Context: an optimization exercise on an open-source flow, tuned for small area and a short achievable clock period. The choices shown serve that exercise and are no tape-out recipe. Where RTL was checked, it was by simulation tests only, not by an equivalence proof against the original. For runs 3 to 5, only the layout was checked, not whether the RTL still works.

`design/flow/config.mk`:
```
export PLATFORM = sky130hd
export DESIGN_NAME = hex_to_dec
export DESIGN_NICKNAME = hex_to_dec
export VERILOG_FILES = /design/flow/design.v
export SDC_FILE = /design/flow/constraint.sdc
export NUM_CORES = 4
export LEC_CHECK = 0
export ABC_AREA = 1
export CAP_MARGIN = 20
export CORE_MARGIN = 2
export CORE_UTILIZATION = 40
export SLEW_MARGIN = 20
export SYNTH_HIERARCHICAL = 1
export SYNTH_MINIMUM_KEEP_SIZE = 0
```
`design/flow/constraint.sdc`:
```
create_clock -name core_clock -period 75.0 [get_ports {clk_25MHz}]
set_input_delay 15.0000 -clock core_clock [delete_from_list [all_inputs] [get_ports {clk_25MHz}]]
set_output_delay 15.0000 -clock core_clock [all_outputs]
set_load 0.01 [all_outputs]
```
`design/flow/design.v`:
```
module enter0(input wire [3:0] i, output wire [4:0] o);
wire w_new_n10;
wire w_new_n11;
wire w_new_n12;
wire w_new_n13;
wire w_new_n15;
wire w_new_n16;
wire w_new_n17;
wire w_new_n18;
wire w_new_n20;
wire w_new_n22;
wire w_new_n23;
assign w_new_n10 = (i[1]) | (i[3]);
assign w_new_n11 = (~i[0]);
assign w_new_n12 = (~w_new_n11) | (~i[2]);
assign w_new_n13 = (~i[1]) | (~i[3]);
assign o[0] = (~w_new_n10) | (~w_new_n12) | (~w_new_n13);
assign w_new_n15 = (~i[2]);
assign w_new_n16 = (~w_new_n13) | (~w_new_n15);
assign w_new_n17 = (~w_new_n16) | (~w_new_n11);
assign w_new_n18 = (~w_new_n13) | (~i[0]) | (~w_new_n15);
assign o[1] = (~w_new_n17) | (~w_new_n18);
assign w_new_n20 = (~w_new_n11) | (~i[1]) | (~i[3]);
assign o[2] = (~i[3]&~w_new_n12) | (~w_new_n20);
assign w_new_n22 = (~i[1]);
assign w_new_n23 = (~w_new_n12) | (~w_new_n22);
assign o[3] = (~w_new_n23) | (~w_new_n20);
assign o[4] = (~i[0]) | (~i[2]);
endmodule
module step0(input wire [3:0] i, output wire [3:0] o);
wire w_new_n10;
wire w_new_n11;
wire w_new_n13;
wire w_new_n14;
wire w_new_n15;
wire w_new_n9;
assign w_new_n9 = (i[1]) | (i[3]);
assign w_new_n10 = (~i[2]);
assign w_new_n11 = (~i[1]) | (~i[3]);
assign o[0] = (~w_new_n9) | (~w_new_n10) | (~w_new_n11);
assign w_new_n13 = (~i[0]);
assign w_new_n14 = (~w_new_n13) | (~i[1]) | (~i[3]);
assign w_new_n15 = (~w_new_n11) | (~i[0]);
assign o[1] = (~w_new_n14) | (~w_new_n15) | (~w_new_n10);
assign o[2] = (~w_new_n10&~i[3]) | (~w_new_n14);
assign o[3] = (~i[1]&~i[2]) | (~w_new_n14);
endmodule
module conv0(input wire [3:0] i, output wire [3:0] o);
wire w_new_n10;
wire w_new_n11;
wire w_new_n13;
wire w_new_n14;
wire w_new_n15;
wire w_new_n16;
wire w_new_n17;
wire w_new_n9;
assign w_new_n9 = (~i[2]);
assign w_new_n10 = (i[0]) | (w_new_n9);
assign w_new_n11 = (~w_new_n9) | (~i[0]);
assign o[0] = (~w_new_n10) | (~w_new_n11) | (~i[3]);
assign w_new_n13 = (~i[3]);
assign w_new_n14 = (~w_new_n9) | (~w_new_n13);
assign w_new_n15 = (~i[1]) | (~i[3]);
assign w_new_n16 = (~w_new_n14) | (~w_new_n11) | (~w_new_n15);
assign w_new_n17 = (~w_new_n9) | (~i[0]) | (~i[1]);
assign o[1] = (~w_new_n16) | (~w_new_n17);
assign o[2] = (~i[0]&~i[3]) | (~w_new_n17);
assign o[3] = (~w_new_n9&~w_new_n13) | (~w_new_n17);
endmodule
module conv1(input wire [2:0] i, output wire [3:0] o);
wire w_new_n10;
wire w_new_n11;
wire w_new_n13;
wire w_new_n14;
wire w_new_n15;
wire w_new_n8;
wire w_new_n9;
assign w_new_n8 = (~i[2]);
assign w_new_n9 = (~w_new_n8) | (~i[0]);
assign w_new_n10 = (~i[0]);
assign w_new_n11 = (~w_new_n10) | (~i[2]);
assign o[0] = (~w_new_n9) | (~w_new_n11);
assign w_new_n13 = (~i[1]);
assign w_new_n14 = (~w_new_n9) | (~w_new_n13);
assign w_new_n15 = (~w_new_n8) | (~i[0]) | (~i[1]);
assign o[1] = (~w_new_n14) | (~w_new_n15);
assign o[2] = (~w_new_n15);
assign o[3] = (~w_new_n10&~w_new_n13) | (~w_new_n8);
endmodule
module conv2(input wire [2:0] i, output wire [3:0] o);
wire w_new_n10;
wire w_new_n11;
wire w_new_n13;
wire w_new_n14;
wire w_new_n15;
wire w_new_n18;
wire w_new_n8;
wire w_new_n9;
assign w_new_n8 = (~i[2]);
assign w_new_n9 = (~w_new_n8) | (~i[0]);
assign w_new_n10 = (~i[0]);
assign w_new_n11 = (~w_new_n10) | (~i[2]);
assign o[0] = (~w_new_n9) | (~w_new_n11);
assign w_new_n13 = (~w_new_n8) | (~i[0]) | (~i[1]);
assign w_new_n14 = (~i[1]);
assign w_new_n15 = (~w_new_n14) | (~i[2]);
assign o[1] = (~w_new_n13) | (~w_new_n15);
assign o[2] = (~w_new_n13);
assign w_new_n18 = (~i[0]) | (~i[1]);
assign o[3] = (~w_new_n18) | (~w_new_n8);
endmodule
module out0(input wire [2:0] i, output wire [2:0] o);
wire w_new_n7;
wire w_new_n9;
assign w_new_n7 = (~i[0]);
assign o[0] = (~i[2]&~w_new_n7);
assign w_new_n9 = (~i[1]);
assign o[1] = (~i[2]&~w_new_n9);
assign o[2] = (i[2]);
endmodule
module hex_to_dec(
    input wire clk_25MHz,
    input wire [31: 0]hex,
    output wire [31: 0]dec
);
reg s0_h;
reg s0_r0;
reg s0_r1;
reg s0_r2;
reg s1_h;
reg s1_r0;
reg s1_r1;
reg s1_r2;
reg s2_h;
reg s2_r0;
reg s2_r1;
reg s2_r2;
reg s3_h;
reg s3_r0;
reg s3_r1;
reg s3_r2;
reg s4_0;
reg s_x12;
reg s_x11;
reg s_x10;
reg s_x9;
reg s_x8;
reg s_x7;
reg s_x6;
reg s_x5;
reg s_x4;
reg s_x3;
reg s_x2;
reg s_x1;
reg s_x0;
wire [4:0] n1;
enter0 u1(.i({~hex[23],hex[26],hex[25],hex[24]}), .o(n1));
wire [3:0] n2;
step0 u2(.i({~hex[22],n1[2],n1[1],n1[0]}), .o(n2));
wire [3:0] n3;
step0 u3(.i({~hex[21],n2[2],n2[1],n2[0]}), .o(n3));
wire [3:0] n4;
step0 u4(.i({~hex[20],n3[2],n3[1],n3[0]}), .o(n4));
wire [3:0] n5;
step0 u5(.i({~hex[19],n4[2],n4[1],n4[0]}), .o(n5));
wire [3:0] n6;
conv0 u6(.i({n1[4],n1[3],n2[3],n3[3]}), .o(n6));
wire [3:0] n7;
step0 u7(.i({n4[3],n6[2],n6[1],n6[0]}), .o(n7));
wire [3:0] n8;
step0 u8(.i({~hex[18],n5[2],n5[1],n5[0]}), .o(n8));
wire [3:0] n9;
step0 u9(.i({n5[3],n7[2],n7[1],n7[0]}), .o(n9));
wire [3:0] n10;
step0 u10(.i({~hex[17],n8[2],n8[1],n8[0]}), .o(n10));
wire [3:0] n11;
step0 u11(.i({n8[3],n9[2],n9[1],n9[0]}), .o(n11));
wire [3:0] n12;
step0 u12(.i({~hex[16],n10[2],n10[1],n10[0]}), .o(n12));
wire [3:0] n13;
step0 u13(.i({n10[3],n11[2],n11[1],n11[0]}), .o(n13));
wire [3:0] n14;
conv1 u14(.i({n6[3],n7[3],n9[3]}), .o(n14));
wire [3:0] n15;
step0 u15(.i({n11[3],n14[2],n14[1],n14[0]}), .o(n15));
wire [3:0] n16;
step0 u16(.i({~hex[15],n12[2],n12[1],n12[0]}), .o(n16));
wire [3:0] n17;
step0 u17(.i({n12[3],n13[2],n13[1],n13[0]}), .o(n17));
wire [3:0] n18;
step0 u18(.i({n13[3],n15[2],n15[1],n15[0]}), .o(n18));
wire [3:0] n19;
step0 u19(.i({~hex[14],n16[2],n16[1],n16[0]}), .o(n19));
wire [3:0] n20;
step0 u20(.i({n16[3],n17[2],n17[1],n17[0]}), .o(n20));
wire [3:0] n21;
step0 u21(.i({n17[3],n18[2],n18[1],n18[0]}), .o(n21));
wire [3:0] n22;
step0 u22(.i({~hex[13],n19[2],n19[1],n19[0]}), .o(n22));
wire [3:0] n23;
step0 u23(.i({n19[3],n20[2],n20[1],n20[0]}), .o(n23));
wire [3:0] n24;
step0 u24(.i({n20[3],n21[2],n21[1],n21[0]}), .o(n24));
wire [3:0] n25;
conv2 u25(.i({n14[3],n15[3],n18[3]}), .o(n25));
wire [3:0] n26;
step0 u26(.i({n21[3],n25[2],n25[1],n25[0]}), .o(n26));
wire [3:0] n27;
step0 u27(.i({~s_x12,s0_r2,s0_r1,s0_r0}), .o(n27));
wire [3:0] n28;
step0 u28(.i({s0_h,s1_r2,s1_r1,s1_r0}), .o(n28));
wire [3:0] n29;
step0 u29(.i({s1_h,s2_r2,s2_r1,s2_r0}), .o(n29));
wire [3:0] n30;
step0 u30(.i({s2_h,s3_r2,s3_r1,s3_r0}), .o(n30));
wire [3:0] n31;
step0 u31(.i({~s_x11,n27[2],n27[1],n27[0]}), .o(n31));
wire [3:0] n32;
step0 u32(.i({n27[3],n28[2],n28[1],n28[0]}), .o(n32));
wire [3:0] n33;
step0 u33(.i({n28[3],n29[2],n29[1],n29[0]}), .o(n33));
wire [3:0] n34;
step0 u34(.i({n29[3],n30[2],n30[1],n30[0]}), .o(n34));
wire [3:0] n35;
step0 u35(.i({~s_x10,n31[2],n31[1],n31[0]}), .o(n35));
wire [3:0] n36;
step0 u36(.i({n31[3],n32[2],n32[1],n32[0]}), .o(n36));
wire [3:0] n37;
step0 u37(.i({n32[3],n33[2],n33[1],n33[0]}), .o(n37));
wire [3:0] n38;
step0 u38(.i({n33[3],n34[2],n34[1],n34[0]}), .o(n38));
wire [3:0] n39;
step0 u39(.i({~s_x9,n35[2],n35[1],n35[0]}), .o(n39));
wire [3:0] n40;
step0 u40(.i({n35[3],n36[2],n36[1],n36[0]}), .o(n40));
wire [3:0] n41;
step0 u41(.i({n36[3],n37[2],n37[1],n37[0]}), .o(n41));
wire [3:0] n42;
step0 u42(.i({n37[3],n38[2],n38[1],n38[0]}), .o(n42));
wire [3:0] n43;
conv0 u43(.i({s4_0,s3_h,n30[3],n34[3]}), .o(n43));
wire [3:0] n44;
step0 u44(.i({n38[3],n43[2],n43[1],n43[0]}), .o(n44));
wire [3:0] n45;
step0 u45(.i({~s_x8,n39[2],n39[1],n39[0]}), .o(n45));
wire [3:0] n46;
step0 u46(.i({n39[3],n40[2],n40[1],n40[0]}), .o(n46));
wire [3:0] n47;
step0 u47(.i({n40[3],n41[2],n41[1],n41[0]}), .o(n47));
wire [3:0] n48;
step0 u48(.i({n41[3],n42[2],n42[1],n42[0]}), .o(n48));
wire [3:0] n49;
step0 u49(.i({n42[3],n44[2],n44[1],n44[0]}), .o(n49));
wire [3:0] n50;
step0 u50(.i({~s_x7,n45[2],n45[1],n45[0]}), .o(n50));
wire [3:0] n51;
step0 u51(.i({n45[3],n46[2],n46[1],n46[0]}), .o(n51));
wire [3:0] n52;
step0 u52(.i({n46[3],n47[2],n47[1],n47[0]}), .o(n52));
wire [3:0] n53;
step0 u53(.i({n47[3],n48[2],n48[1],n48[0]}), .o(n53));
wire [3:0] n54;
step0 u54(.i({n48[3],n49[2],n49[1],n49[0]}), .o(n54));
wire [3:0] n55;
step0 u55(.i({~s_x6,n50[2],n50[1],n50[0]}), .o(n55));
wire [3:0] n56;
step0 u56(.i({n50[3],n51[2],n51[1],n51[0]}), .o(n56));
wire [3:0] n57;
step0 u57(.i({n51[3],n52[2],n52[1],n52[0]}), .o(n57));
wire [3:0] n58;
step0 u58(.i({n52[3],n53[2],n53[1],n53[0]}), .o(n58));
wire [3:0] n59;
step0 u59(.i({n53[3],n54[2],n54[1],n54[0]}), .o(n59));
wire [3:0] n60;
conv1 u60(.i({n43[3],n44[3],n49[3]}), .o(n60));
wire [3:0] n61;
step0 u61(.i({n54[3],n60[2],n60[1],n60[0]}), .o(n61));
wire [3:0] n62;
step0 u62(.i({~s_x5,n55[2],n55[1],n55[0]}), .o(n62));
wire [3:0] n63;
step0 u63(.i({n55[3],n56[2],n56[1],n56[0]}), .o(n63));
wire [3:0] n64;
step0 u64(.i({n56[3],n57[2],n57[1],n57[0]}), .o(n64));
wire [3:0] n65;
step0 u65(.i({n57[3],n58[2],n58[1],n58[0]}), .o(n65));
wire [3:0] n66;
step0 u66(.i({n58[3],n59[2],n59[1],n59[0]}), .o(n66));
wire [3:0] n67;
step0 u67(.i({n59[3],n61[2],n61[1],n61[0]}), .o(n67));
wire [3:0] n68;
step0 u68(.i({~s_x4,n62[2],n62[1],n62[0]}), .o(n68));
wire [3:0] n69;
step0 u69(.i({n62[3],n63[2],n63[1],n63[0]}), .o(n69));
wire [3:0] n70;
step0 u70(.i({n63[3],n64[2],n64[1],n64[0]}), .o(n70));
wire [3:0] n71;
step0 u71(.i({n64[3],n65[2],n65[1],n65[0]}), .o(n71));
wire [3:0] n72;
step0 u72(.i({n65[3],n66[2],n66[1],n66[0]}), .o(n72));
wire [3:0] n73;
step0 u73(.i({n66[3],n67[2],n67[1],n67[0]}), .o(n73));
wire [3:0] n74;
step0 u74(.i({~s_x3,n68[2],n68[1],n68[0]}), .o(n74));
wire [3:0] n75;
step0 u75(.i({n68[3],n69[2],n69[1],n69[0]}), .o(n75));
wire [3:0] n76;
step0 u76(.i({n69[3],n70[2],n70[1],n70[0]}), .o(n76));
wire [3:0] n77;
step0 u77(.i({n70[3],n71[2],n71[1],n71[0]}), .o(n77));
wire [3:0] n78;
step0 u78(.i({n71[3],n72[2],n72[1],n72[0]}), .o(n78));
wire [3:0] n79;
step0 u79(.i({n72[3],n73[2],n73[1],n73[0]}), .o(n79));
wire [3:0] n80;
conv2 u80(.i({n60[3],n61[3],n67[3]}), .o(n80));
wire [3:0] n81;
step0 u81(.i({n73[3],n80[2],n80[1],n80[0]}), .o(n81));
wire [3:0] n82;
step0 u82(.i({~s_x2,n74[2],n74[1],n74[0]}), .o(n82));
wire [3:0] n83;
step0 u83(.i({n74[3],n75[2],n75[1],n75[0]}), .o(n83));
wire [3:0] n84;
step0 u84(.i({n75[3],n76[2],n76[1],n76[0]}), .o(n84));
wire [3:0] n85;
step0 u85(.i({n76[3],n77[2],n77[1],n77[0]}), .o(n85));
wire [3:0] n86;
step0 u86(.i({n77[3],n78[2],n78[1],n78[0]}), .o(n86));
wire [3:0] n87;
step0 u87(.i({n78[3],n79[2],n79[1],n79[0]}), .o(n87));
wire [3:0] n88;
step0 u88(.i({n79[3],n81[2],n81[1],n81[0]}), .o(n88));
wire [3:0] n89;
step0 u89(.i({~s_x1,n82[2],n82[1],n82[0]}), .o(n89));
wire [3:0] n90;
step0 u90(.i({n82[3],n83[2],n83[1],n83[0]}), .o(n90));
wire [3:0] n91;
step0 u91(.i({n83[3],n84[2],n84[1],n84[0]}), .o(n91));
wire [3:0] n92;
step0 u92(.i({n84[3],n85[2],n85[1],n85[0]}), .o(n92));
wire [3:0] n93;
step0 u93(.i({n85[3],n86[2],n86[1],n86[0]}), .o(n93));
wire [3:0] n94;
step0 u94(.i({n86[3],n87[2],n87[1],n87[0]}), .o(n94));
wire [3:0] n95;
step0 u95(.i({n87[3],n88[2],n88[1],n88[0]}), .o(n95));
wire [2:0] n96;
out0 u96(.i({n89[2],n89[1],n89[0]}), .o(n96));
wire [2:0] n97;
out0 u97(.i({n90[2],n90[1],n90[0]}), .o(n97));
wire [2:0] n98;
out0 u98(.i({n91[2],n91[1],n91[0]}), .o(n98));
wire [2:0] n99;
out0 u99(.i({n92[2],n92[1],n92[0]}), .o(n99));
wire [2:0] n100;
out0 u100(.i({n93[2],n93[1],n93[0]}), .o(n100));
wire [2:0] n101;
out0 u101(.i({n94[2],n94[1],n94[0]}), .o(n101));
wire [2:0] n102;
out0 u102(.i({n95[2],n95[1],n95[0]}), .o(n102));
always @(posedge clk_25MHz) begin
    s0_h <= n22[3];
    s0_r0 <= n22[0];
    s0_r1 <= n22[1];
    s0_r2 <= n22[2];
    s1_h <= n23[3];
    s1_r0 <= n23[0];
    s1_r1 <= n23[1];
    s1_r2 <= n23[2];
    s2_h <= n24[3];
    s2_r0 <= n24[0];
    s2_r1 <= n24[1];
    s2_r2 <= n24[2];
    s3_h <= n26[3];
    s3_r0 <= n26[0];
    s3_r1 <= n26[1];
    s3_r2 <= n26[2];
    s4_0 <= n25[3];
    s_x12 <= hex[12];
    s_x11 <= hex[11];
    s_x10 <= hex[10];
    s_x9 <= hex[9];
    s_x8 <= hex[8];
    s_x7 <= hex[7];
    s_x6 <= hex[6];
    s_x5 <= hex[5];
    s_x4 <= hex[4];
    s_x3 <= hex[3];
    s_x2 <= hex[2];
    s_x1 <= hex[1];
    s_x0 <= hex[0];
end
assign dec = {{~n80[3],~n81[3],~n88[3],~n95[3]}, {n102[2],n102[1],n102[0],~n94[3]}, {n101[2],n101[1],n101[0],~n93[3]}, {n100[2],n100[1],n100[0],~n92[3]}, {n99[2],n99[1],n99[0],~n91[3]}, {n98[2],n98[1],n98[0],~n90[3]}, {n97[2],n97[1],n97[0],~n89[3]}, {n96[2],n96[1],n96[0],s_x0}};
endmodule
```
`design/flow/flow/run.sh`:
```
#!/bin/bash
# The standard layout (standard.sh), except that the buffers that the flow puts
# on every input and output port are buf_1 cells instead of the resizer's
# default choice (a 10 um2 delay buffer).
set -euo pipefail
bash standard.sh BUFFER_PORTS_ARGS="-buffer_cell sky130_fd_sc_hd__buf_1" finish > standard_make.log 2>&1
```
`design/flow/standard.sh`:
```
#!/bin/bash
# synth_recipe.tcl (not shown) runs the flow's synth.tcl, then flattens the netlist and writes it again
# the make line also repeats each setting of config.mk as NAME=value (left out here)
make -C /OpenROAD-flow-scripts/flow DESIGN_CONFIG=/design/flow/config.mk WORK_HOME=/design/flow/orfs CLKGATE_MAP_FILE= SYNTH_SCRIPT=/design/flow/synth_recipe.tcl "${@:-finish}"
```
==> impl_results.md, run 1 <==
* Status: complete, no violations
* Average cell area after synthesis at 4.68 um2
* Crit path required time at 60.00 ns
* Post-cts sizing count at 0
* Synth unique cells at 13
* CP Max Fanout at 4
* Die Wd at 120 um
* Postcts setup bufs at 0
* Setup CP Type: flip-flop to output pin
* CTS tree: yes
* Most used routing layer in global routing: met2
* Most common cell in the netlist: nand2_1
* Met2 Track Usage GR at 0.255
* Final non-filler cell total at 1,376
* CP top delay family: compound AO/OA/AOI/OAI gates
* Placed wire-length estimate at 8570 um
* Cells after Synth at 1,141
* Initial Utilization at 0.407
* All-Layer GR Usage at 0.140
* Via count at 6,300
* Initial DRC count at 217
* Top cells by area, synth: nand2_1, inv_1, nand3_1
* CTS Buf Count at 5
* Nets at 1,240
* First-pass GRT wire length at 18,400 um
* EDFF count, synth at 0
* Asr flop ratio synth at 0
* Die Ht at 120 um
* Crit path capture type: output pin
* Worst hold slack at 14.82 ns
* M1 GR Usage at 0.182
* Final number of max-transition violations at 0
* Worst setup margin at 54.69 ns
* Total grt overflow at 0
* Cell Rows at 42
* DRT Wirelength at 9770 um
* Core area at 13,100 um2
* CTS H-Tree Depth at 2
* Residual DRC at 0
* Clk slew on worst S/H paths at 0.05 ns
* Worst-path cell with the longest stage delay: o21ai_0
* DP Cell Count at 1,368
* Top_reg_cell synth: dfxtp_1
* Port buffer count at 59
* Ys Warns at 7
* Register area share after synthesis at 0.112
* Routability congestion estimate at 0.767
* TritonRoute pass-1 iters at 5
* Pin count of the biggest net entering global routing at 11
* N_diodes at 0
* Startpoint Class: flip-flop
* Top-area cell type share of the netlist area at 0.205
* Final hold vios at 0
* Final ANT Viol Nets at 0
* Met3 usage at 0.00856
* Per-cell routed wire length at 7.10 um
* Top-Level Pins at 65
* Min-Delay Path Class: input port to flip-flop
* Layout cell share with drive strength beyond 1 at 0.0150
* # setup viols final at 0
* CTS root buf: clkbuf_16
* Synth cell count leaders: nand2_1, inv_1, nor2_1
* Synth Net Count at 1,182
* CTS sink cnt at 30
* Hold-fix buffers, CTS at 0
* Vias per cell at 4.58
* MaxCap Viol Count at 0
* Worst EP arrival at 5.31 ns
* Flops & latches, synth at 30
* Longest Clk Path Bufs at 2
* Final min period at 20.31 ns
* Setup TNS Final at 0 ns
* CP dominant cell by count: o21ai_0
* Period utilization at 0.271
* Crit path buffers/inverters at 8
* Max Clk Rate at 49.2 MHz
* Yosys top cell by area: nand2_1
* Relative max-transition margin at 0.654
* Vias in the first global route at 5,151
* Initial antenna violation count at 0
* RSZ-0062 raised after global routing: false
* CP peak stage delay at 0.30 ns
* Cell area after synthesis at 5340 um2
* Worst-Margin Slew at 0.514 ns
* Die Footprint at 14,300 um2
* Setup WS pre-CTS at 54.95 ns
* Area Overhead vs Synth at 9.98%
## final timing paths
path	from	to	depth (start not counted)	slack [ns]
max	s_x12	dec[22]	28	54.69
min	hex[1]	s_x1	1	14.82
## Yosys stat by module, one instance, submodules excluded
module | cells inside | times used | flops+latches
conv2 | 10 | 2 | 0
step0 | 11 | 88 | 0
conv1 | 7 | 2 | 0
hex_to_dec | 64 | 1 | 30
conv0 | 12 | 2 | 0
enter0 | 16 | 1 | 0
out0 | 5 | 7 | 0
## area by class of cell
class | instances | area, um2
clock inverter | 2 | 12.5
sequential | 30 | 601
timing repair buffer | 59 | 221
multi-input combinational | 857 | 3760
clock buffer | 6 | 139
tap | 176 | 220
inverter | 246 | 923
fill | 1505 | 7260
## stage by stage
stage	util	instance area [um2]
2_1_floorplan	-	5340
3_3_place_gp	0.436	5720
3_5_place_dp	0.436	5720
4_1_cts	0.447	5870
5_1_grt	0.447	5870
6_report	0.447	5870
## layer usage
layer | routed length (um) | vias up | part of all wire
met5 | 0 | - | 0
li1 | - | 3700 | -
met2 | 4380 | 46 | 0.45
met3 | 126 | 2 | 0.013
met4 | 50 | 0 | 0.0051
met1 | 5210 | 2552 | 0.53
## layout by cell type, fill, tap and decap left out, types with 3 or more instances in the layout
master     instances
buf_1             59
clkbuf_16          5
dfxtp_1           30
ha_1               8
inv_1            241
inv_2              5
nand2_1          292
nand2_2            4
nand3_1          180
nor2_1           190
o21ai_0          178
o21ai_1            3
## cell families (layout without fill, tap and decap cells)
logic type / count (synthesis) / after routing / synth area share
flip-flops: 30 / 30 / 0.112
AND/OR/NAND/NOR: 668 / 668 / 0.515
buffers and inverters: 254 / 313 / 0.184
adder cells (fa/ha/maj): 8 / 8 / 0.0187
AO/OA/AOI/OAI: 181 / 181 / 0.170
==> run 2: changes to the inputs <==
--- a/design/flow/config.mk
+++ b/design/flow/config.mk
@@ -9,6 +9,7 @@
 export CAP_MARGIN = 20
 export CORE_MARGIN = 2
 export CORE_UTILIZATION = 40
+export CTS_BUF_LIST = sky130_fd_sc_hd__clkbuf_4
 export SLEW_MARGIN = 20
 export SYNTH_HIERARCHICAL = 1
 export SYNTH_MINIMUM_KEEP_SIZE = 0
==> impl_results.md, run 2 <==
* Status: complete, no violations
* Initial DRC count at 240 (+11%)
* Period utilization at 0.272 (+0.000839)
* Top-Level Pins at 65 (unchanged)
* Port buffer count at 59 (unchanged)
* # setup viols final at 0 (unchanged)
* Flops & latches, synth at 30 (unchanged)
* Cells after Synth at 1,141 (unchanged)
* Min-Delay Path Class: input port to flip-flop
* Final hold vios at 0 (unchanged)
* Cell Rows at 42 (unchanged)
* Register area share after synthesis at 0.112 (unchanged)
* TritonRoute pass-1 iters at 4 (-1)
* Setup CP Type: flip-flop to output pin
* Synth Area in XOR/XNOR at 0 (unchanged)
* Pin count of the biggest net entering global routing at 11 (unchanged)
* Asr flop ratio synth at 0 (unchanged)
* Compound-Gate Fraction of Synth Area at 0.170 (unchanged)
* Cell area after synthesis at 5340 um2 (unchanged)
* All-Layer GR Usage at 0.140 (+0.000201)
* CP peak stage delay at 0.31 ns (about the same)
* Top-area cell type share of the netlist area at 0.205 (unchanged)
* CP Max Fanout at 4 (unchanged)
* First-pass GRT wire length at 18,500 um (+0.18%)
* Longest Clk Path Bufs at 2 (unchanged)
* Startpoint Class: flip-flop
* Synth cell count leaders: nand2_1, inv_1, nor2_1
* Final min period at 20.37 ns (+0.0629 ns)
* Most common cell after layout, fill and taps aside: nand2_1
* Synth unique cells at 13 (unchanged)
* Vias per cell at 4.58 (about the same)
* Final ANT Viol Nets at 0 (unchanged)
* CTS Buf Count at 5 (unchanged)
* Total grt overflow at 0 (unchanged)
* CTS sink cnt at 30 (unchanged)
* Via count at 6,305 (+0.079%)
* Residual DRC at 0 (unchanged)
* Per-cell routed wire length at 7.11 um (about the same)
* CTS root buf: clkbuf_4
* Filler instances at 1,516 (+0.73%)
* Top_reg_cell synth: dfxtp_1
* Core area at 13,100 um2 (unchanged)
* Clk slew on worst S/H paths at 0.10 ns (+0.05 ns)
* Worst EP arrival at 5.37 ns (+0.06 ns)
* Area Overhead vs Synth at 8.15%
* Relative max-transition margin at 0.648 (-0.00563)
* Final number of max-transition violations at 0 (unchanged)
* EDFF count, synth at 0 (unchanged)
* Most common cell in the netlist: nand2_1
* Post-cts sizing count at 0 (unchanged)
* Average cell area after synthesis at 4.68 um2 (unchanged)
* Initial antenna violation count at 0 (unchanged)
* CTS H-Tree Depth at 2 (unchanged)
* Initial Utilization at 0.407 (unchanged)
* DRT Wirelength at 9780 um (about the same)
* Post-Synth Simple-Gate Area at 0.515 (unchanged)
* Worst-path cell with the longest stage delay: dfxtp_1
* Vias in the first global route at 5,164 (+0.25%)
* Max Clk Rate at 49.1 MHz (-0.31%)
* Crit path capture type: output pin
* CTS tree: yes
* Top cells by area, synth: nand2_1, inv_1, nand3_1
* Largest family of logic cells by synthesized area: simple AND/OR/NAND/NOR gates
* Routability congestion estimate at 0.767 (unchanged)
* Commonest cells after routing, fill and taps aside: nand2_1, inv_1, nor2_1, nand3_1, o21ai_0
* Setup TNS Final at 0 ns (unchanged)
* N_diodes at 0 (unchanged)
* Postcts setup bufs at 0 (unchanged)
* Die Ht at 120 um (unchanged)
* Placed wire-length estimate at 8570 um (unchanged)
* Yosys top cell by area: nand2_1
* CP dominant cell by count: o21ai_0
* Nets at 1,240 (unchanged)
* Synth Area in Adders at 0.0187 (unchanged)
* Layout cell share with drive strength beyond 1 at 0.0142 (-0.000833)
* Synth Net Count at 1,182 (unchanged)
* Hold-fix buffers, CTS at 0 (unchanged)
* Die Footprint at 14,300 um2 (unchanged)
* Ys Warns at 7 (unchanged)
* Crit path required time at 60.00 ns (about the same)
* Worst-Margin Slew at 0.522 ns (+0.00835 ns)
* RSZ-0062 raised after global routing: false
* Die Wd at 120 um (unchanged)
* Post-synthesis mux area share at 0 (unchanged)
* MaxCap Viol Count at 0 (unchanged)
-- run 2: changes by cell type in the layout (fill, tap and decap cells not counted) --
| cell | before | now |
|---|---|---|
| clkbuf_16 | 5 | 0 |
| clkbuf_4 | 0 | 5 |
| clkbuf_8 | 1 | 0 |
| clkinv_1 | 0 | 1 |
-- run 2: per-layer routing --
metal,wire length [um],GRT usage
met1,5200,0.182
met2,4360,0.256
met3,132,0.00713
met4,92,0.0316
met5,0,0
-- run 2: modules after synthesis (local to each module, per instance) --
module | times used | flops+latches | cells inside
hex_to_dec | 1 | 30 | 64
enter0 | 1 | 0 | 16
conv0 | 2 | 0 | 12
conv1 | 2 | 0 | 7
conv2 | 2 | 0 | 10
step0 | 88 | 0 | 11
out0 | 7 | 0 | 5
-- run 2: critical path: cells and delay by family, from the launching register on --
| family | cells | cell delay, ns |
|---|---|---|
| AOI/OAI and AO/OA | 11 | 2.54 |
| DFF | 1 | 0.31 |
| adders and majority gates | 2 | 0.41 |
| buffers and inverters | 8 | 0.78 |
| and+or+nand+nor | 7 | 1.02 |
-- run 2: area by class of cell --
type / count / area (um2) / area share
flip-flops and latches: 30 / 601 / 0.104
well taps: 176 / 220 / 0.0381
repair buffers: 59 / 221 / 0.0383
inverters: 246 / 923 / 0.160
clock inverters: 3 / 16.3 / 0.00282
clock buffers: 5 / 37.5 / 0.00650
multi-input cells: 857 / 3760 / 0.650
-- run 2: path summary, 6_finish.rpt --
path	from	to	slack, ns	depth (start not counted)
worst min-delay path	hex[0]	s_x0	14.76	1
worst max-delay path	s_x12	dec[22]	54.63	28
-- run 2: kinds of logic after synthesis --
kind of cell,count (synthesis)
and+or+nand+nor,668
AOI/OAI and AO/OA,181
buffers and inverters,254
DFF,30
adders and majority gates,8
-- run 2: metrics by stage --
stage,utilization,setup slack [ns],hold slack (ns),instances,cell area (um2)
final,0.440,54.63,14.76,1376,5780
after detailed placement,0.436,54.95,15.10,1368,5720
after global routing,0.440,53.74,14.74,1376,5780
after floorplan,-,55.80,15.03,1141,5340
after global placement,0.436,55.06,15.09,1368,5720
after CTS,0.440,54.56,14.74,1376,5780
==> run 3: changes to the inputs <==
--- a/design/flow/design.v
+++ b/design/flow/design.v
@@ -140,7 +140,7 @@
 reg s3_r1;
 reg s3_r2;
 reg s4_0;
-reg s_x12;
+reg s4_1;
 reg s_x11;
 reg s_x10;
 reg s_x9;
@@ -206,21 +206,21 @@
 wire [3:0] n26;
 step0 u26(.i({n21[3],n25[2],n25[1],n25[0]}), .o(n26));
 wire [3:0] n27;
-step0 u27(.i({~s_x12,s0_r2,s0_r1,s0_r0}), .o(n27));
+step0 u27(.i({~hex[12],n22[2],n22[1],n22[0]}), .o(n27));
 wire [3:0] n28;
-step0 u28(.i({s0_h,s1_r2,s1_r1,s1_r0}), .o(n28));
+step0 u28(.i({n22[3],n23[2],n23[1],n23[0]}), .o(n28));
 wire [3:0] n29;
-step0 u29(.i({s1_h,s2_r2,s2_r1,s2_r0}), .o(n29));
+step0 u29(.i({n23[3],n24[2],n24[1],n24[0]}), .o(n29));
 wire [3:0] n30;
-step0 u30(.i({s2_h,s3_r2,s3_r1,s3_r0}), .o(n30));
+step0 u30(.i({n24[3],n26[2],n26[1],n26[0]}), .o(n30));
 wire [3:0] n31;
-step0 u31(.i({~s_x11,n27[2],n27[1],n27[0]}), .o(n31));
+step0 u31(.i({~s_x11,s0_r2,s0_r1,s0_r0}), .o(n31));
 wire [3:0] n32;
-step0 u32(.i({n27[3],n28[2],n28[1],n28[0]}), .o(n32));
+step0 u32(.i({s0_h,s1_r2,s1_r1,s1_r0}), .o(n32));
 wire [3:0] n33;
-step0 u33(.i({n28[3],n29[2],n29[1],n29[0]}), .o(n33));
+step0 u33(.i({s1_h,s2_r2,s2_r1,s2_r0}), .o(n33));
 wire [3:0] n34;
-step0 u34(.i({n29[3],n30[2],n30[1],n30[0]}), .o(n34));
+step0 u34(.i({s2_h,s3_r2,s3_r1,s3_r0}), .o(n34));
 wire [3:0] n35;
 step0 u35(.i({~s_x10,n31[2],n31[1],n31[0]}), .o(n35));
 wire [3:0] n36;
@@ -238,7 +238,7 @@
 wire [3:0] n42;
 step0 u42(.i({n37[3],n38[2],n38[1],n38[0]}), .o(n42));
 wire [3:0] n43;
-conv0 u43(.i({s4_0,s3_h,n30[3],n34[3]}), .o(n43));
+conv0 u43(.i({s4_1,s4_0,s3_h,n34[3]}), .o(n43));
 wire [3:0] n44;
 step0 u44(.i({n38[3],n43[2],n43[1],n43[0]}), .o(n44));
 wire [3:0] n45;
@@ -358,24 +358,24 @@
 wire [2:0] n102;
 out0 u102(.i({n95[2],n95[1],n95[0]}), .o(n102));
 always @(posedge clk_25MHz) begin
-    s0_h <= n22[3];
-    s0_r0 <= n22[0];
-    s0_r1 <= n22[1];
-    s0_r2 <= n22[2];
-    s1_h <= n23[3];
-    s1_r0 <= n23[0];
-    s1_r1 <= n23[1];
-    s1_r2 <= n23[2];
-    s2_h <= n24[3];
-    s2_r0 <= n24[0];
-    s2_r1 <= n24[1];
-    s2_r2 <= n24[2];
-    s3_h <= n26[3];
-    s3_r0 <= n26[0];
-    s3_r1 <= n26[1];
-    s3_r2 <= n26[2];
-    s4_0 <= n25[3];
-    s_x12 <= hex[12];
+    s0_h <= n27[3];
+    s0_r0 <= n27[0];
+    s0_r1 <= n27[1];
+    s0_r2 <= n27[2];
+    s1_h <= n28[3];
+    s1_r0 <= n28[0];
+    s1_r1 <= n28[1];
+    s1_r2 <= n28[2];
+    s2_h <= n29[3];
+    s2_r0 <= n29[0];
+    s2_r1 <= n29[1];
+    s2_r2 <= n29[2];
+    s3_h <= n30[3];
+    s3_r0 <= n30[0];
+    s3_r1 <= n30[1];
+    s3_r2 <= n30[2];
+    s4_0 <= n26[3];
+    s4_1 <= n25[3];
     s_x11 <= hex[11];
     s_x10 <= hex[10];
     s_x9 <= hex[9];
==> impl_results.md, run 3 <==
* Ys Warns at 7 (unchanged)
* Synth Net Count at 1,182 (unchanged)
* Largest family of logic cells by synthesized area: simple AND/OR/NAND/NOR gates
* Worst-Margin Slew at 0.499 ns (-0.0233 ns)
* Area Overhead vs Synth at 8.15% (unchanged)
* Synth unique cells at 13 (unchanged)
* Per-cell routed wire length at 7.11 um (about the same)
* Relative max-transition margin at 0.664 (+0.0157)
* CTS tree: yes
* CP dominant cell by count: o21ai_0
* Crit path buffers/inverters at 7 (-1)
* CTS root buf: clkbuf_4
* Worst EP arrival at 5.00 ns (-0.37 ns)
* Die Wd at 120 um (unchanged)
* Post-cts sizing count at 0 (unchanged)
* Cell area after synthesis at 5340 um2 (unchanged)
* Top_reg_cell synth: dfxtp_1
* Multi-input logic area at 3760 um2 (unchanged)
* Cells after Synth at 1,141 (unchanged)
* First-pass GRT wire length at 18,700 um (+1.4%)
* Most common cell after layout, fill and taps aside: nand2_1
* Register area share after synthesis at 0.112 (unchanged)
* CP peak stage delay at 0.41 ns (+0.10 ns)
* Final ANT Viol Nets at 0 (unchanged)
* Top-Level Pins at 65 (unchanged)
* Min-Delay Path Class: input port to flip-flop
* Crit path required time at 60.00 ns (about the same)
* Startpoint Class: flip-flop
* Post-synthesis mux area share at 0 (unchanged)
* Longest Clk Path Bufs at 2 (unchanged)
* DRT Wirelength at 9780 um (about the same)
* Core area at 13,100 um2 (unchanged)
* CP top delay family: compound AO/OA/AOI/OAI gates
* Period utilization at 0.267 (-0.00497)
* Post-Synth Simple-Gate Area at 0.515 (unchanged)
* CP Depth at 24 (-14%)
* N_diodes at 0 (unchanged)
* Hold-fix buffers, CTS at 0 (unchanged)
* Filler instances at 1,505 (-0.73%)
* Die Ht at 120 um (unchanged)
* Worst hold slack at 14.75 ns (-0.0103 ns)
* Yosys top cell by area: nand2_1
* Compound-Gate Fraction of Synth Area at 0.170 (unchanged)
* Synth cell count leaders: nand2_1, inv_1, nor2_1
* Crit path capture type: output pin
* Routability congestion estimate at 0.759 (-1.0%)
* Final hold vios at 0 (unchanged)
* Setup CP Type: flip-flop to output pin
* Commonest cells after routing, fill and taps aside: nand2_1, inv_1, nor2_1, nand3_1, o21ai_0
* Post-route cell area at 5780 um2 (unchanged)
* RSZ-0062 raised after global routing: false
* Setup crit start: s1_r1
* Max Clk Rate at 50.0 MHz (+1.9%)
* Cell Rows at 42 (unchanged)
* Port buffer count at 59 (unchanged)
* Setup WS pre-CTS at 55.34 ns (+0.392 ns)
* Most common cell in the netlist: nand2_1
* Via count at 6,339 (+0.54%)
* Setup TNS Final at 0 ns (unchanged)
* Synth Area in Adders at 0.0187 (unchanged)
* CP Max Fanout at 4 (unchanged)
* Worst setup margin at 55.00 ns (+0.373 ns)
* MaxCap Viol Count at 0 (unchanged)
* Post-place instance area at 5720 um2 (unchanged)
* CTS H-Tree Depth at 2 (unchanged)
* Final min period at 20.00 ns (-0.373 ns)
* Initial Utilization at 0.407 (unchanged)
* Placed wire-length estimate at 8530 um (-0.45%)
* Top-area cell type share of the netlist area at 0.205 (unchanged)
* Synth Area in XOR/XNOR at 0 (unchanged)
* TritonRoute pass-1 iters at 5 (+1)
* FF+latch area at 601 um2 (unchanged)
* Postcts setup bufs at 0 (unchanged)
* Flops & latches, synth at 30 (unchanged)
* Nets at 1,240 (unchanged)
* Pin count of the biggest net entering global routing at 11 (unchanged)
* Final number of max-transition violations at 0 (unchanged)
* CTS Buf Count at 5 (unchanged)
* Worst-path cell with the longest stage delay: o21ai_0
* Layout cell share with drive strength beyond 1 at 0.0142 (unchanged)
* Vias in the first global route at 5,217 (+1.0%)
* CTS sink cnt at 30 (unchanged)
* Total grt overflow at 0 (unchanged)
* Util after Layout at 0.440 (unchanged)
* Average cell area after synthesis at 4.68 um2 (unchanged)
* Top cells by area, synth: nand2_1, inv_1, nand3_1
* Asr flop ratio synth at 0 (unchanged)
* Residual DRC at 0 (unchanged)
* Critical path destination: dec[21]
* Die Footprint at 14,300 um2 (unchanged)
* EDFF count, synth at 0 (unchanged)
* # setup viols final at 0 (unchanged)
* Initial antenna violation count at 0 (unchanged)
* All-Layer GR Usage at 0.142 (+0.00201)
* Clk slew on worst S/H paths at 0.10 ns (about the same)
* Status: complete, no violations
* Worst path cell trace: o21ai_0 -> nand3_1 -> o21ai_0 -> nand3_1 -> o21ai_0 -> nand3_1 -> o21ai_0 -> ha_1 -> ha_1 -> inv_1 -> nand3_1 -> o21ai_0 -> inv_1 -> o21ai_0 -> inv_1 -> o21ai_0 -> inv_1 -> o21ai_0 -> inv_1 -> o21ai_0 -> inv_1 -> o21ai_0 -> nor2_1 -> buf_1
* Vias per cell at 4.61 (+0.54%)
* Initial DRC count at 261 (+8.8%)
-- run 3: how the worst min path moves through the flow --
stage	startpoint	to	cells after the start
final	hex[0]	s_x0	1
after global routing	hex[3]	s_x3	1
after CTS	hex[11]	s_x11	1
after detailed placement	hex[6]	s_x6	1
after global placement	hex[0]	s_x0	1
after floorplan	hex[0]	s_x0	0
-- run 3: kinds of logic (layout without fill, tap and decap cells) --
logic type | Yosys count | in the layout
compound gates | 181 | 181
fa+ha+maj | 8 | 8
buf+inv | 254 | 313
flops | 30 | 30
simple gates | 668 | 668
-- run 3: stage by stage --
stage	cells
floorplan	1141
global placement	1368
detailed placement	1368
CTS	1376
global route	1376
finish	1376
-- run 3: per-layer routing --
metal | share of wire | vias up | global-route usage
met4 | 0.011 | 0 | 0.0346
li1 | - | 3698 | -
met2 | 0.45 | 44 | 0.261
met3 | 0.013 | 7 | 0.00570
met1 | 0.53 | 2590 | 0.183
met5 | 0 | - | 0
-- run 3: cell type report --
class                           instances  share of cell area
Tap cell                              176              0.0381
Inverter                              246               0.160
Sequential cell                        30               0.104
Clock inverter                          3             0.00282
Timing Repair Buffer                   59              0.0383
Clock buffer                            5             0.00650
Multi-Input combinational cell        857               0.650
-- run 3: modules after synthesis, one instance, submodules excluded --
| module | cells | cell area (um2) |
|---|---|---|
| hex_to_dec | 64 | 732 |
| enter0 | 16 | 77.6 |
| conv0 | 12 | 57.6 |
| conv1 | 7 | 46.3 |
| conv2 | 10 | 46.3 |
| step0 | 11 | 46.3 |
| out0 | 5 | 22.5 |
==> run 4: changes to the inputs <==
--- a/design/flow/design.v
+++ b/design/flow/design.v
@@ -141,7 +141,7 @@
 reg s3_r2;
 reg s4_0;
 reg s4_1;
-reg s_x11;
+reg s4_2;
 reg s_x10;
 reg s_x9;
 reg s_x8;
@@ -214,21 +214,21 @@
 wire [3:0] n30;
 step0 u30(.i({n24[3],n26[2],n26[1],n26[0]}), .o(n30));
 wire [3:0] n31;
-step0 u31(.i({~s_x11,s0_r2,s0_r1,s0_r0}), .o(n31));
+step0 u31(.i({~hex[11],n27[2],n27[1],n27[0]}), .o(n31));
 wire [3:0] n32;
-step0 u32(.i({s0_h,s1_r2,s1_r1,s1_r0}), .o(n32));
+step0 u32(.i({n27[3],n28[2],n28[1],n28[0]}), .o(n32));
 wire [3:0] n33;
-step0 u33(.i({s1_h,s2_r2,s2_r1,s2_r0}), .o(n33));
+step0 u33(.i({n28[3],n29[2],n29[1],n29[0]}), .o(n33));
 wire [3:0] n34;
-step0 u34(.i({s2_h,s3_r2,s3_r1,s3_r0}), .o(n34));
+step0 u34(.i({n29[3],n30[2],n30[1],n30[0]}), .o(n34));
 wire [3:0] n35;
-step0 u35(.i({~s_x10,n31[2],n31[1],n31[0]}), .o(n35));
+step0 u35(.i({~s_x10,s0_r2,s0_r1,s0_r0}), .o(n35));
 wire [3:0] n36;
-step0 u36(.i({n31[3],n32[2],n32[1],n32[0]}), .o(n36));
+step0 u36(.i({s0_h,s1_r2,s1_r1,s1_r0}), .o(n36));
 wire [3:0] n37;
-step0 u37(.i({n32[3],n33[2],n33[1],n33[0]}), .o(n37));
+step0 u37(.i({s1_h,s2_r2,s2_r1,s2_r0}), .o(n37));
 wire [3:0] n38;
-step0 u38(.i({n33[3],n34[2],n34[1],n34[0]}), .o(n38));
+step0 u38(.i({s2_h,s3_r2,s3_r1,s3_r0}), .o(n38));
 wire [3:0] n39;
 step0 u39(.i({~s_x9,n35[2],n35[1],n35[0]}), .o(n39));
 wire [3:0] n40;
@@ -238,7 +238,7 @@
 wire [3:0] n42;
 step0 u42(.i({n37[3],n38[2],n38[1],n38[0]}), .o(n42));
 wire [3:0] n43;
-conv0 u43(.i({s4_1,s4_0,s3_h,n34[3]}), .o(n43));
+conv0 u43(.i({s4_2,s4_1,s4_0,s3_h}), .o(n43));
 wire [3:0] n44;
 step0 u44(.i({n38[3],n43[2],n43[1],n43[0]}), .o(n44));
 wire [3:0] n45;
@@ -358,25 +358,25 @@
 wire [2:0] n102;
 out0 u102(.i({n95[2],n95[1],n95[0]}), .o(n102));
 always @(posedge clk_25MHz) begin
-    s0_h <= n27[3];
-    s0_r0 <= n27[0];
-    s0_r1 <= n27[1];
-    s0_r2 <= n27[2];
-    s1_h <= n28[3];
-    s1_r0 <= n28[0];
-    s1_r1 <= n28[1];
-    s1_r2 <= n28[2];
-    s2_h <= n29[3];
-    s2_r0 <= n29[0];
-    s2_r1 <= n29[1];
-    s2_r2 <= n29[2];
-    s3_h <= n30[3];
-    s3_r0 <= n30[0];
-    s3_r1 <= n30[1];
-    s3_r2 <= n30[2];
-    s4_0 <= n26[3];
-    s4_1 <= n25[3];
-    s_x11 <= hex[11];
+    s0_h <= n31[3];
+    s0_r0 <= n31[0];
+    s0_r1 <= n31[1];
+    s0_r2 <= n31[2];
+    s1_h <= n32[3];
+    s1_r0 <= n32[0];
+    s1_r1 <= n32[1];
+    s1_r2 <= n32[2];
+    s2_h <= n33[3];
+    s2_r0 <= n33[0];
+    s2_r1 <= n33[1];
+    s2_r2 <= n33[2];
+    s3_h <= n34[3];
+    s3_r0 <= n34[0];
+    s3_r1 <= n34[1];
+    s3_r2 <= n34[2];
+    s4_0 <= n30[3];
+    s4_1 <= n26[3];
+    s4_2 <= n25[3];
     s_x10 <= hex[10];
     s_x9 <= hex[9];
     s_x8 <= hex[8];
==> impl_results.md, run 4 <==
* Port buffer count at 59 (unchanged)
* Min-Delay Path Class: input port to flip-flop
* Crit path capture type: output pin
* First-pass GRT wire length at 19,400 um (+3.7%)
* Die Ht at 120 um (unchanged)
* Vias in the first global route at 5,380 (+3.1%)
* Worst path cell trace: inv_1 -> ha_1 -> nand2_1 -> o21ai_0 -> inv_1 -> o21ai_0 -> inv_1 -> o21ai_0 -> inv_1 -> o21ai_0 -> inv_1 -> o21ai_0 -> inv_1 -> o21ai_0 -> inv_1 -> o21ai_0 -> inv_1 -> o21ai_0 -> inv_1 -> o21ai_0 -> inv_1 -> o21ai_0 -> nor2_1 -> buf_1
* Die Footprint at 14,300 um2 (unchanged)
* Asr flop ratio synth at 0 (unchanged)
* Top_reg_cell synth: dfxtp_1
* Post-route cell area at 5780 um2 (unchanged)
* Setup CP Type: flip-flop to output pin
* Yosys top cell by area: nand2_1
* N_diodes at 0 (unchanged)
* Top-area cell type share of the netlist area at 0.205 (unchanged)
* Core area at 13,100 um2 (unchanged)
* Synth Net Count at 1,182 (unchanged)
* CTS Buf Count at 5 (unchanged)
* Cell area after synthesis at 5340 um2 (unchanged)
* Area Overhead vs Synth at 8.15% (unchanged)
* DRT Wirelength at 9770 um (about the same)
* Most common cell after layout, fill and taps aside: nand2_1
* Most common cell in the netlist: nand2_1
* Top cells by area, synth: nand2_1, inv_1, nand3_1
* Routability congestion estimate at 0.763 (+0.58%)
* Final hold vios at 0 (unchanged)
* Initial DRC count at 262 (+0.38%)
* Worst-Margin Slew at 0.540 ns (+0.0412 ns)
* Top-Level Pins at 65 (unchanged)
* CTS H-Tree Depth at 2 (unchanged)
* All-Layer GR Usage at 0.147 (+0.00440)
* Layout cell share with drive strength beyond 1 at 0.0142 (unchanged)
* Initial antenna violation count at 0 (unchanged)
* Vias per cell at 4.54 (-1.4%)
* Clk slew on worst S/H paths at 0.10 ns (about the same)
* Synth cell count leaders: nand2_1, inv_1, nor2_1
* Residual DRC at 0 (unchanged)
* Compound-Gate Fraction of Synth Area at 0.170 (unchanged)
* RSZ-0062 raised after global routing: false
* CP peak stage delay at 0.31 ns (-0.10 ns)
* Cell Rows at 42 (unchanged)
* Postcts setup bufs at 0 (unchanged)
* Commonest cells after routing, fill and taps aside: nand2_1, inv_1, nor2_1, nand3_1, o21ai_0
* Ys Warns at 7 (unchanged)
* Nets at 1,240 (unchanged)
* Synth Area in XOR/XNOR at 0 (unchanged)
* CTS root buf: clkbuf_4
* Period utilization at 0.261 (-0.00550)
* Relative max-transition margin at 0.636 (-0.0278)
* CTS tree: yes
* Post-place instance area at 5720 um2 (unchanged)
* TritonRoute pass-1 iters at 4 (-1)
* Pin count of the biggest net entering global routing at 11 (unchanged)
* Total grt overflow at 0 (unchanged)
* Setup TNS Final at 0 ns (unchanged)
* Initial Utilization at 0.407 (unchanged)
* Worst EP arrival at 4.59 ns (-0.41 ns)
* Post-cts sizing count at 0 (unchanged)
* Flops & latches, synth at 30 (unchanged)
* EDFF count, synth at 0 (unchanged)
* Via count at 6,249 (-1.4%)
* Largest family of logic cells by synthesized area: simple AND/OR/NAND/NOR gates
* Filler instances at 1,514 (+0.60%)
* Final ANT Viol Nets at 0 (unchanged)
* Worst hold slack at 14.76 ns (+0.00500 ns)
* Register area share after synthesis at 0.112 (unchanged)
* Per-cell routed wire length at 7.10 um (about the same)
* CTS sink cnt at 30 (unchanged)
* Synth unique cells at 13 (unchanged)
* Average cell area after synthesis at 4.68 um2 (unchanged)
* Longest Clk Path Bufs at 2 (unchanged)
* Post-Synth Simple-Gate Area at 0.515 (unchanged)
* Post-synthesis mux area share at 0 (unchanged)
* Crit path required time at 60.00 ns (about the same)
* Cells after Synth at 1,141 (unchanged)
* Die Wd at 120 um (unchanged)
* Status: complete, no violations
* Max Clk Rate at 51.1 MHz (+2.1%)
* Final min period at 19.59 ns (-0.413 ns)
* # setup viols final at 0 (unchanged)
* MaxCap Viol Count at 0 (unchanged)
* Synth Area in Adders at 0.0187 (unchanged)
* Final number of max-transition violations at 0 (unchanged)
* CP Max Fanout at 3 (-1)
* Startpoint Class: flip-flop
* Worst-path cell with the longest stage delay: dfxtp_1
* Hold-fix buffers, CTS at 0 (unchanged)
* Placed wire-length estimate at 8550 um (+0.23%)
-- run 4: cell families after synthesis --
family,after synthesis
simple gates,668
fa+ha+maj,8
buf+inv,254
compound gates,181
flops,30
-- run 4: per-stage QoR --
step                 util  instances  setup slack, ns
detailed placement  0.436       1368            55.28
global placement    0.436       1368            55.26
global route        0.440       1376            54.53
floorplan               -       1141            56.04
finish              0.440       1376            55.41
CTS                 0.440       1376            55.34
-- run 4: metal layers --
metal	track usage	share of wire
met1	0.191	0.54
met2	0.269	0.44
met3	0.00618	0.011
met4	0.0294	0.0074
met5	0	0
-- run 4: path summary, 6_finish.rpt --
path	from	end	slack (ns)	cells after the start
hold / removal	hex[5]	s_x5	14.76	1
setup / recovery	s4_1	dec[17]	55.41	24
-- run 4: cell type report --
type                       instances  area, um2  share of cell area
inverter                         246        923               0.160
multi-input combinational        857       3760               0.650
clock buffer                       5       37.5             0.00650
tap                              176        220              0.0381
timing repair buffer              59        221              0.0383
clock inverter                     3       16.3             0.00282
sequential                        30        601               0.104
-- run 4: Yosys stat by module (local to each module, per instance) --
module / cell area [um2] / cells inside / times used
conv0: 57.6 / 12 / 2
conv1: 46.3 / 7 / 2
conv2: 46.3 / 10 / 2
enter0: 77.6 / 16 / 1
hex_to_dec: 732 / 64 / 1
out0: 22.5 / 5 / 7
step0: 46.3 / 11 / 88
-- run 4: worst max-delay path, delay by kind of cell, from the launching register on --
kind | cells | cell delay (ns)
AO/OA/AOI/OAI | 10 | 2.62
buffers and inverters | 11 | 1.02
flip-flops | 1 | 0.31
adder cells (fa/ha/maj) | 1 | 0.16
AND/OR/NAND/NOR | 2 | 0.16
==> run 5: changes to the inputs <==
--- a/design/flow/design.v
+++ b/design/flow/design.v
@@ -142,7 +142,7 @@
 reg s4_0;
 reg s4_1;
 reg s4_2;
-reg s_x10;
+reg s4_3;
 reg s_x9;
 reg s_x8;
 reg s_x7;
@@ -222,25 +222,25 @@
 wire [3:0] n34;
 step0 u34(.i({n29[3],n30[2],n30[1],n30[0]}), .o(n34));
 wire [3:0] n35;
-step0 u35(.i({~s_x10,s0_r2,s0_r1,s0_r0}), .o(n35));
+step0 u35(.i({~hex[10],n31[2],n31[1],n31[0]}), .o(n35));
 wire [3:0] n36;
-step0 u36(.i({s0_h,s1_r2,s1_r1,s1_r0}), .o(n36));
+step0 u36(.i({n31[3],n32[2],n32[1],n32[0]}), .o(n36));
 wire [3:0] n37;
-step0 u37(.i({s1_h,s2_r2,s2_r1,s2_r0}), .o(n37));
+step0 u37(.i({n32[3],n33[2],n33[1],n33[0]}), .o(n37));
 wire [3:0] n38;
-step0 u38(.i({s2_h,s3_r2,s3_r1,s3_r0}), .o(n38));
+step0 u38(.i({n33[3],n34[2],n34[1],n34[0]}), .o(n38));
 wire [3:0] n39;
-step0 u39(.i({~s_x9,n35[2],n35[1],n35[0]}), .o(n39));
+step0 u39(.i({~s_x9,s0_r2,s0_r1,s0_r0}), .o(n39));
 wire [3:0] n40;
-step0 u40(.i({n35[3],n36[2],n36[1],n36[0]}), .o(n40));
+step0 u40(.i({s0_h,s1_r2,s1_r1,s1_r0}), .o(n40));
 wire [3:0] n41;
-step0 u41(.i({n36[3],n37[2],n37[1],n37[0]}), .o(n41));
+step0 u41(.i({s1_h,s2_r2,s2_r1,s2_r0}), .o(n41));
 wire [3:0] n42;
-step0 u42(.i({n37[3],n38[2],n38[1],n38[0]}), .o(n42));
+step0 u42(.i({s2_h,s3_r2,s3_r1,s3_r0}), .o(n42));
 wire [3:0] n43;
-conv0 u43(.i({s4_2,s4_1,s4_0,s3_h}), .o(n43));
+conv0 u43(.i({s4_3,s4_2,s4_1,s4_0}), .o(n43));
 wire [3:0] n44;
-step0 u44(.i({n38[3],n43[2],n43[1],n43[0]}), .o(n44));
+step0 u44(.i({s3_h,n43[2],n43[1],n43[0]}), .o(n44));
 wire [3:0] n45;
 step0 u45(.i({~s_x8,n39[2],n39[1],n39[0]}), .o(n45));
 wire [3:0] n46;
@@ -358,26 +358,26 @@
 wire [2:0] n102;
 out0 u102(.i({n95[2],n95[1],n95[0]}), .o(n102));
 always @(posedge clk_25MHz) begin
-    s0_h <= n31[3];
-    s0_r0 <= n31[0];
-    s0_r1 <= n31[1];
-    s0_r2 <= n31[2];
-    s1_h <= n32[3];
-    s1_r0 <= n32[0];
-    s1_r1 <= n32[1];
-    s1_r2 <= n32[2];
-    s2_h <= n33[3];
-    s2_r0 <= n33[0];
-    s2_r1 <= n33[1];
-    s2_r2 <= n33[2];
-    s3_h <= n34[3];
-    s3_r0 <= n34[0];
-    s3_r1 <= n34[1];
-    s3_r2 <= n34[2];
-    s4_0 <= n30[3];
-    s4_1 <= n26[3];
-    s4_2 <= n25[3];
-    s_x10 <= hex[10];
+    s0_h <= n35[3];
+    s0_r0 <= n35[0];
+    s0_r1 <= n35[1];
+    s0_r2 <= n35[2];
+    s1_h <= n36[3];
+    s1_r0 <= n36[0];
+    s1_r1 <= n36[1];
+    s1_r2 <= n36[2];
+    s2_h <= n37[3];
+    s2_r0 <= n37[0];
+    s2_r1 <= n37[1];
+    s2_r2 <= n37[2];
+    s3_h <= n38[3];
+    s3_r0 <= n38[0];
+    s3_r1 <= n38[1];
+    s3_r2 <= n38[2];
+    s4_0 <= n34[3];
+    s4_1 <= n30[3];
+    s4_2 <= n26[3];
+    s4_3 <= n25[3];
     s_x9 <= hex[9];
     s_x8 <= hex[8];
     s_x7 <= hex[7];
==> impl_results.md, run 5 <==
* Crit path capture type: flip-flop
* Min-Delay Path Class: input port to flip-flop
* Routability congestion estimate at 0.759 (-0.52%)
* Most common cell after layout, fill and taps aside: nand2_1
* Pin count of the biggest net entering global routing at 11 (unchanged)
* Vias per cell at 4.53 (-0.34%)
* Final number of max-transition violations at 0 (unchanged)
* Area Overhead vs Synth at 8.15% (unchanged)
* Final min period at 19.77 ns (+0.183 ns)
* RSZ-0062 raised after global routing: false
* Via count at 6,228 (-0.34%)
* Port buffer count at 59 (unchanged)
* CP peak stage delay at 0.29 ns (-0.02 ns)
* Final hold vios at 0 (unchanged)
* Startpoint Class: input port
* Nets at 1,240 (unchanged)
* CTS H-Tree Depth at 2 (unchanged)
* Core area at 13,100 um2 (unchanged)
* Worst-path cell with the longest stage delay: o21ai_0
* Cell Rows at 42 (unchanged)
* # setup viols final at 0 (unchanged)
* CTS tree: yes
* Setup TNS Final at 0 ns (unchanged)
* Util after Layout at 0.440 (unchanged)
* CTS sink cnt at 30 (unchanged)
* Die Ht at 120 um (unchanged)
* Cell area after synthesis at 5340 um2 (unchanged)
* Max Clk Rate at 50.6 MHz (-0.93%)
* Setup CP Type: input port to flip-flop
* Longest Clk Path Bufs at 2 (unchanged)
* Hold-fix buffers, CTS at 0 (unchanged)
* Initial antenna violation count at 0 (unchanged)
* Per-cell routed wire length at 7.03 um (-1.0%)
* Flops & latches, synth at 30 (unchanged)
* Postcts setup bufs at 0 (unchanged)
* Register area share after synthesis at 0.112 (unchanged)
* Post-route cell area at 5780 um2 (unchanged)
* Asr flop ratio synth at 0 (unchanged)
* Relative max-transition margin at 0.652 (+0.0164)
* Residual DRC at 0 (unchanged)
* Final ANT Viol Nets at 0 (unchanged)
* Yosys top cell by area: nand2_1
* Post-cts sizing count at 0 (unchanged)
* Placed wire-length estimate at 8490 um (-0.68%)
* EDFF count, synth at 0 (unchanged)
* TritonRoute pass-1 iters at 5 (+1)
* Top cells by area, synth: nand2_1, inv_1, nand3_1
* Crit path required time at 75.24 ns (+15.24 ns)
* Multi-input logic area at 3760 um2 (unchanged)
* Initial Utilization at 0.407 (unchanged)
* All-Layer GR Usage at 0.143 (-0.00419)
* Period utilization at 0.264 (+0.00245)
* Commonest cells after routing, fill and taps aside: nand2_1, inv_1, nor2_1, nand3_1, o21ai_0
* N_diodes at 0 (unchanged)
* Synth cell count leaders: nand2_1, inv_1, nor2_1
* Synth Net Count at 1,182 (unchanged)
* Synth unique cells at 13 (unchanged)
* Top-Level Pins at 65 (unchanged)
* CP Max Fanout at 4 (+1)
* Die Wd at 120 um (unchanged)
* Average cell area after synthesis at 4.68 um2 (unchanged)
* Status: complete, no violations
* CTS Buf Count at 5 (unchanged)
* DRT Wirelength at 9670 um (-1.0%)
* FF+latch area at 601 um2 (unchanged)
* Top_reg_cell synth: dfxtp_1
* Worst-Margin Slew at 0.516 ns (-0.0244 ns)
* CTS root buf: clkbuf_4
* Most common cell in the netlist: nand2_1
* Vias in the first global route at 5,299 (-1.5%)
* CP dominant cell by count: o21ai_0
* Ys Warns at 7 (unchanged)
* Top-area cell type share of the netlist area at 0.205 (unchanged)
* Clk slew on worst S/H paths at 0.10 ns (about the same)
* Post-place instance area at 5720 um2 (unchanged)
* Layout cell share with drive strength beyond 1 at 0.0142 (unchanged)
* Cells after Synth at 1,141 (unchanged)
* MaxCap Viol Count at 0 (unchanged)
* Total grt overflow at 0 (unchanged)
* Initial DRC count at 165 (-37%)
* Worst EP arrival at 20.01 ns (+15.42 ns)
* First-pass GRT wire length at 18,900 um (-2.7%)
* Filler instances at 1,513 (-0.066%)
* Die Footprint at 14,300 um2 (unchanged)
run 5: worst paths after layout:
kind | from | endpoint | slack (ns) | cells after the start
min | hex[2] | s_x2 | 14.76 | 1
max | hex[24] | s2_r2 | 55.23 | 30
run 5: metrics by stage:
stage                     hold slack (ns)  cells  setup slack (ns)
final                               14.76   1376             55.23
after global placement              15.09   1368             54.87
after CTS                           14.74   1376             55.21
after global routing                14.74   1376             54.19
after floorplan                     15.03   1141             55.74
after detailed placement            15.09   1368             54.87
run 5: kinds of logic (layout without fill, tap and decap cells):
group | Yosys count | in the layout | share of synthesized area
simple gates | 668 | 668 | 0.515
buf+inv | 254 | 313 | 0.184
compound gates | 181 | 181 | 0.170
flops | 30 | 30 | 0.112
fa+ha+maj | 8 | 8 | 0.0187
run 5: worst max-delay path, delay by kind of cell:
family / cells / cell delay, ns
AND/OR/NAND/NOR: 3 / 0.35
AO/OA/AOI/OAI: 13 / 3.08
buffers and inverters: 12 / 1.09
adder cells (fa/ha/maj): 2 / 0.48
run 5: final cells by class:
cell class | instances | area share
Multi-Input combinational cell | 857 | 0.650
Inverter | 246 | 0.160
Sequential cell | 30 | 0.104
Timing Repair Buffer | 59 | 0.0383
Tap cell | 176 | 0.0381
Clock buffer | 5 | 0.00650
Clock inverter | 3 | 0.00282
run 5: per-module statistics from Yosys (local to each module, per instance), excerpt:
module,flip-flops and latches,cells inside,cell area (um2),copies in the design
enter0,0,16,77.6,1
conv1,0,7,46.3,2
step0,0,11,46.3,88
hex_to_dec,30,64,732,1
conv2,0,10,46.3,2
conv0,0,12,57.6,2
run 5: layer usage:
layer / up-vias / GRT usage / wire length, um
met2: 40 / 0.264 / 4390
met3: 4 / 0.00665 / 137
met5: - / 0 / 0
met1: 2495 / 0.183 / 5080
met4: 0 / 0.0309 / 65
li1: 3689 / - / -

-- afterwards: timing with drivers on the ports --
No port has a modelled driver above. Below, the same layouts with a new extraction and two added sets of constraints.
Step 1 assumes that a clkbuf_16 drives the clock port and a buf_2 every other input.
Step 2 also shifts input and output timing later by t, the mid clock arrival at the registers, as if the neighbouring blocks saw the same clock.
Slacks: no drivers / after step 1 / after step 2; pairs: no drivers / after step 1.
run | shift t [ns] | setup WS [ns] | clock arrival spread, ns
run 1 | 0.298 | 54.690 / 54.657 / 54.956 | 0.007 / 0.007
run 2 | 0.339 | 54.627 / 54.601 / 54.940 | 0.013 / 0.013
run 3 | 0.350 | 55.000 / 54.974 / 55.324 | 0.012 / 0.013
run 4 | 0.345 | 55.413 / 55.387 / 55.243 | 0.011 / 0.011
run 5 | 0.336 | 55.230 / 55.232 / 54.896 | 0.017 / 0.018
After both steps every run listed still meets setup and hold. The setup slack of run 5, which loses most, moves by +0.002 ns with the drivers and by -0.334 ns with both steps.
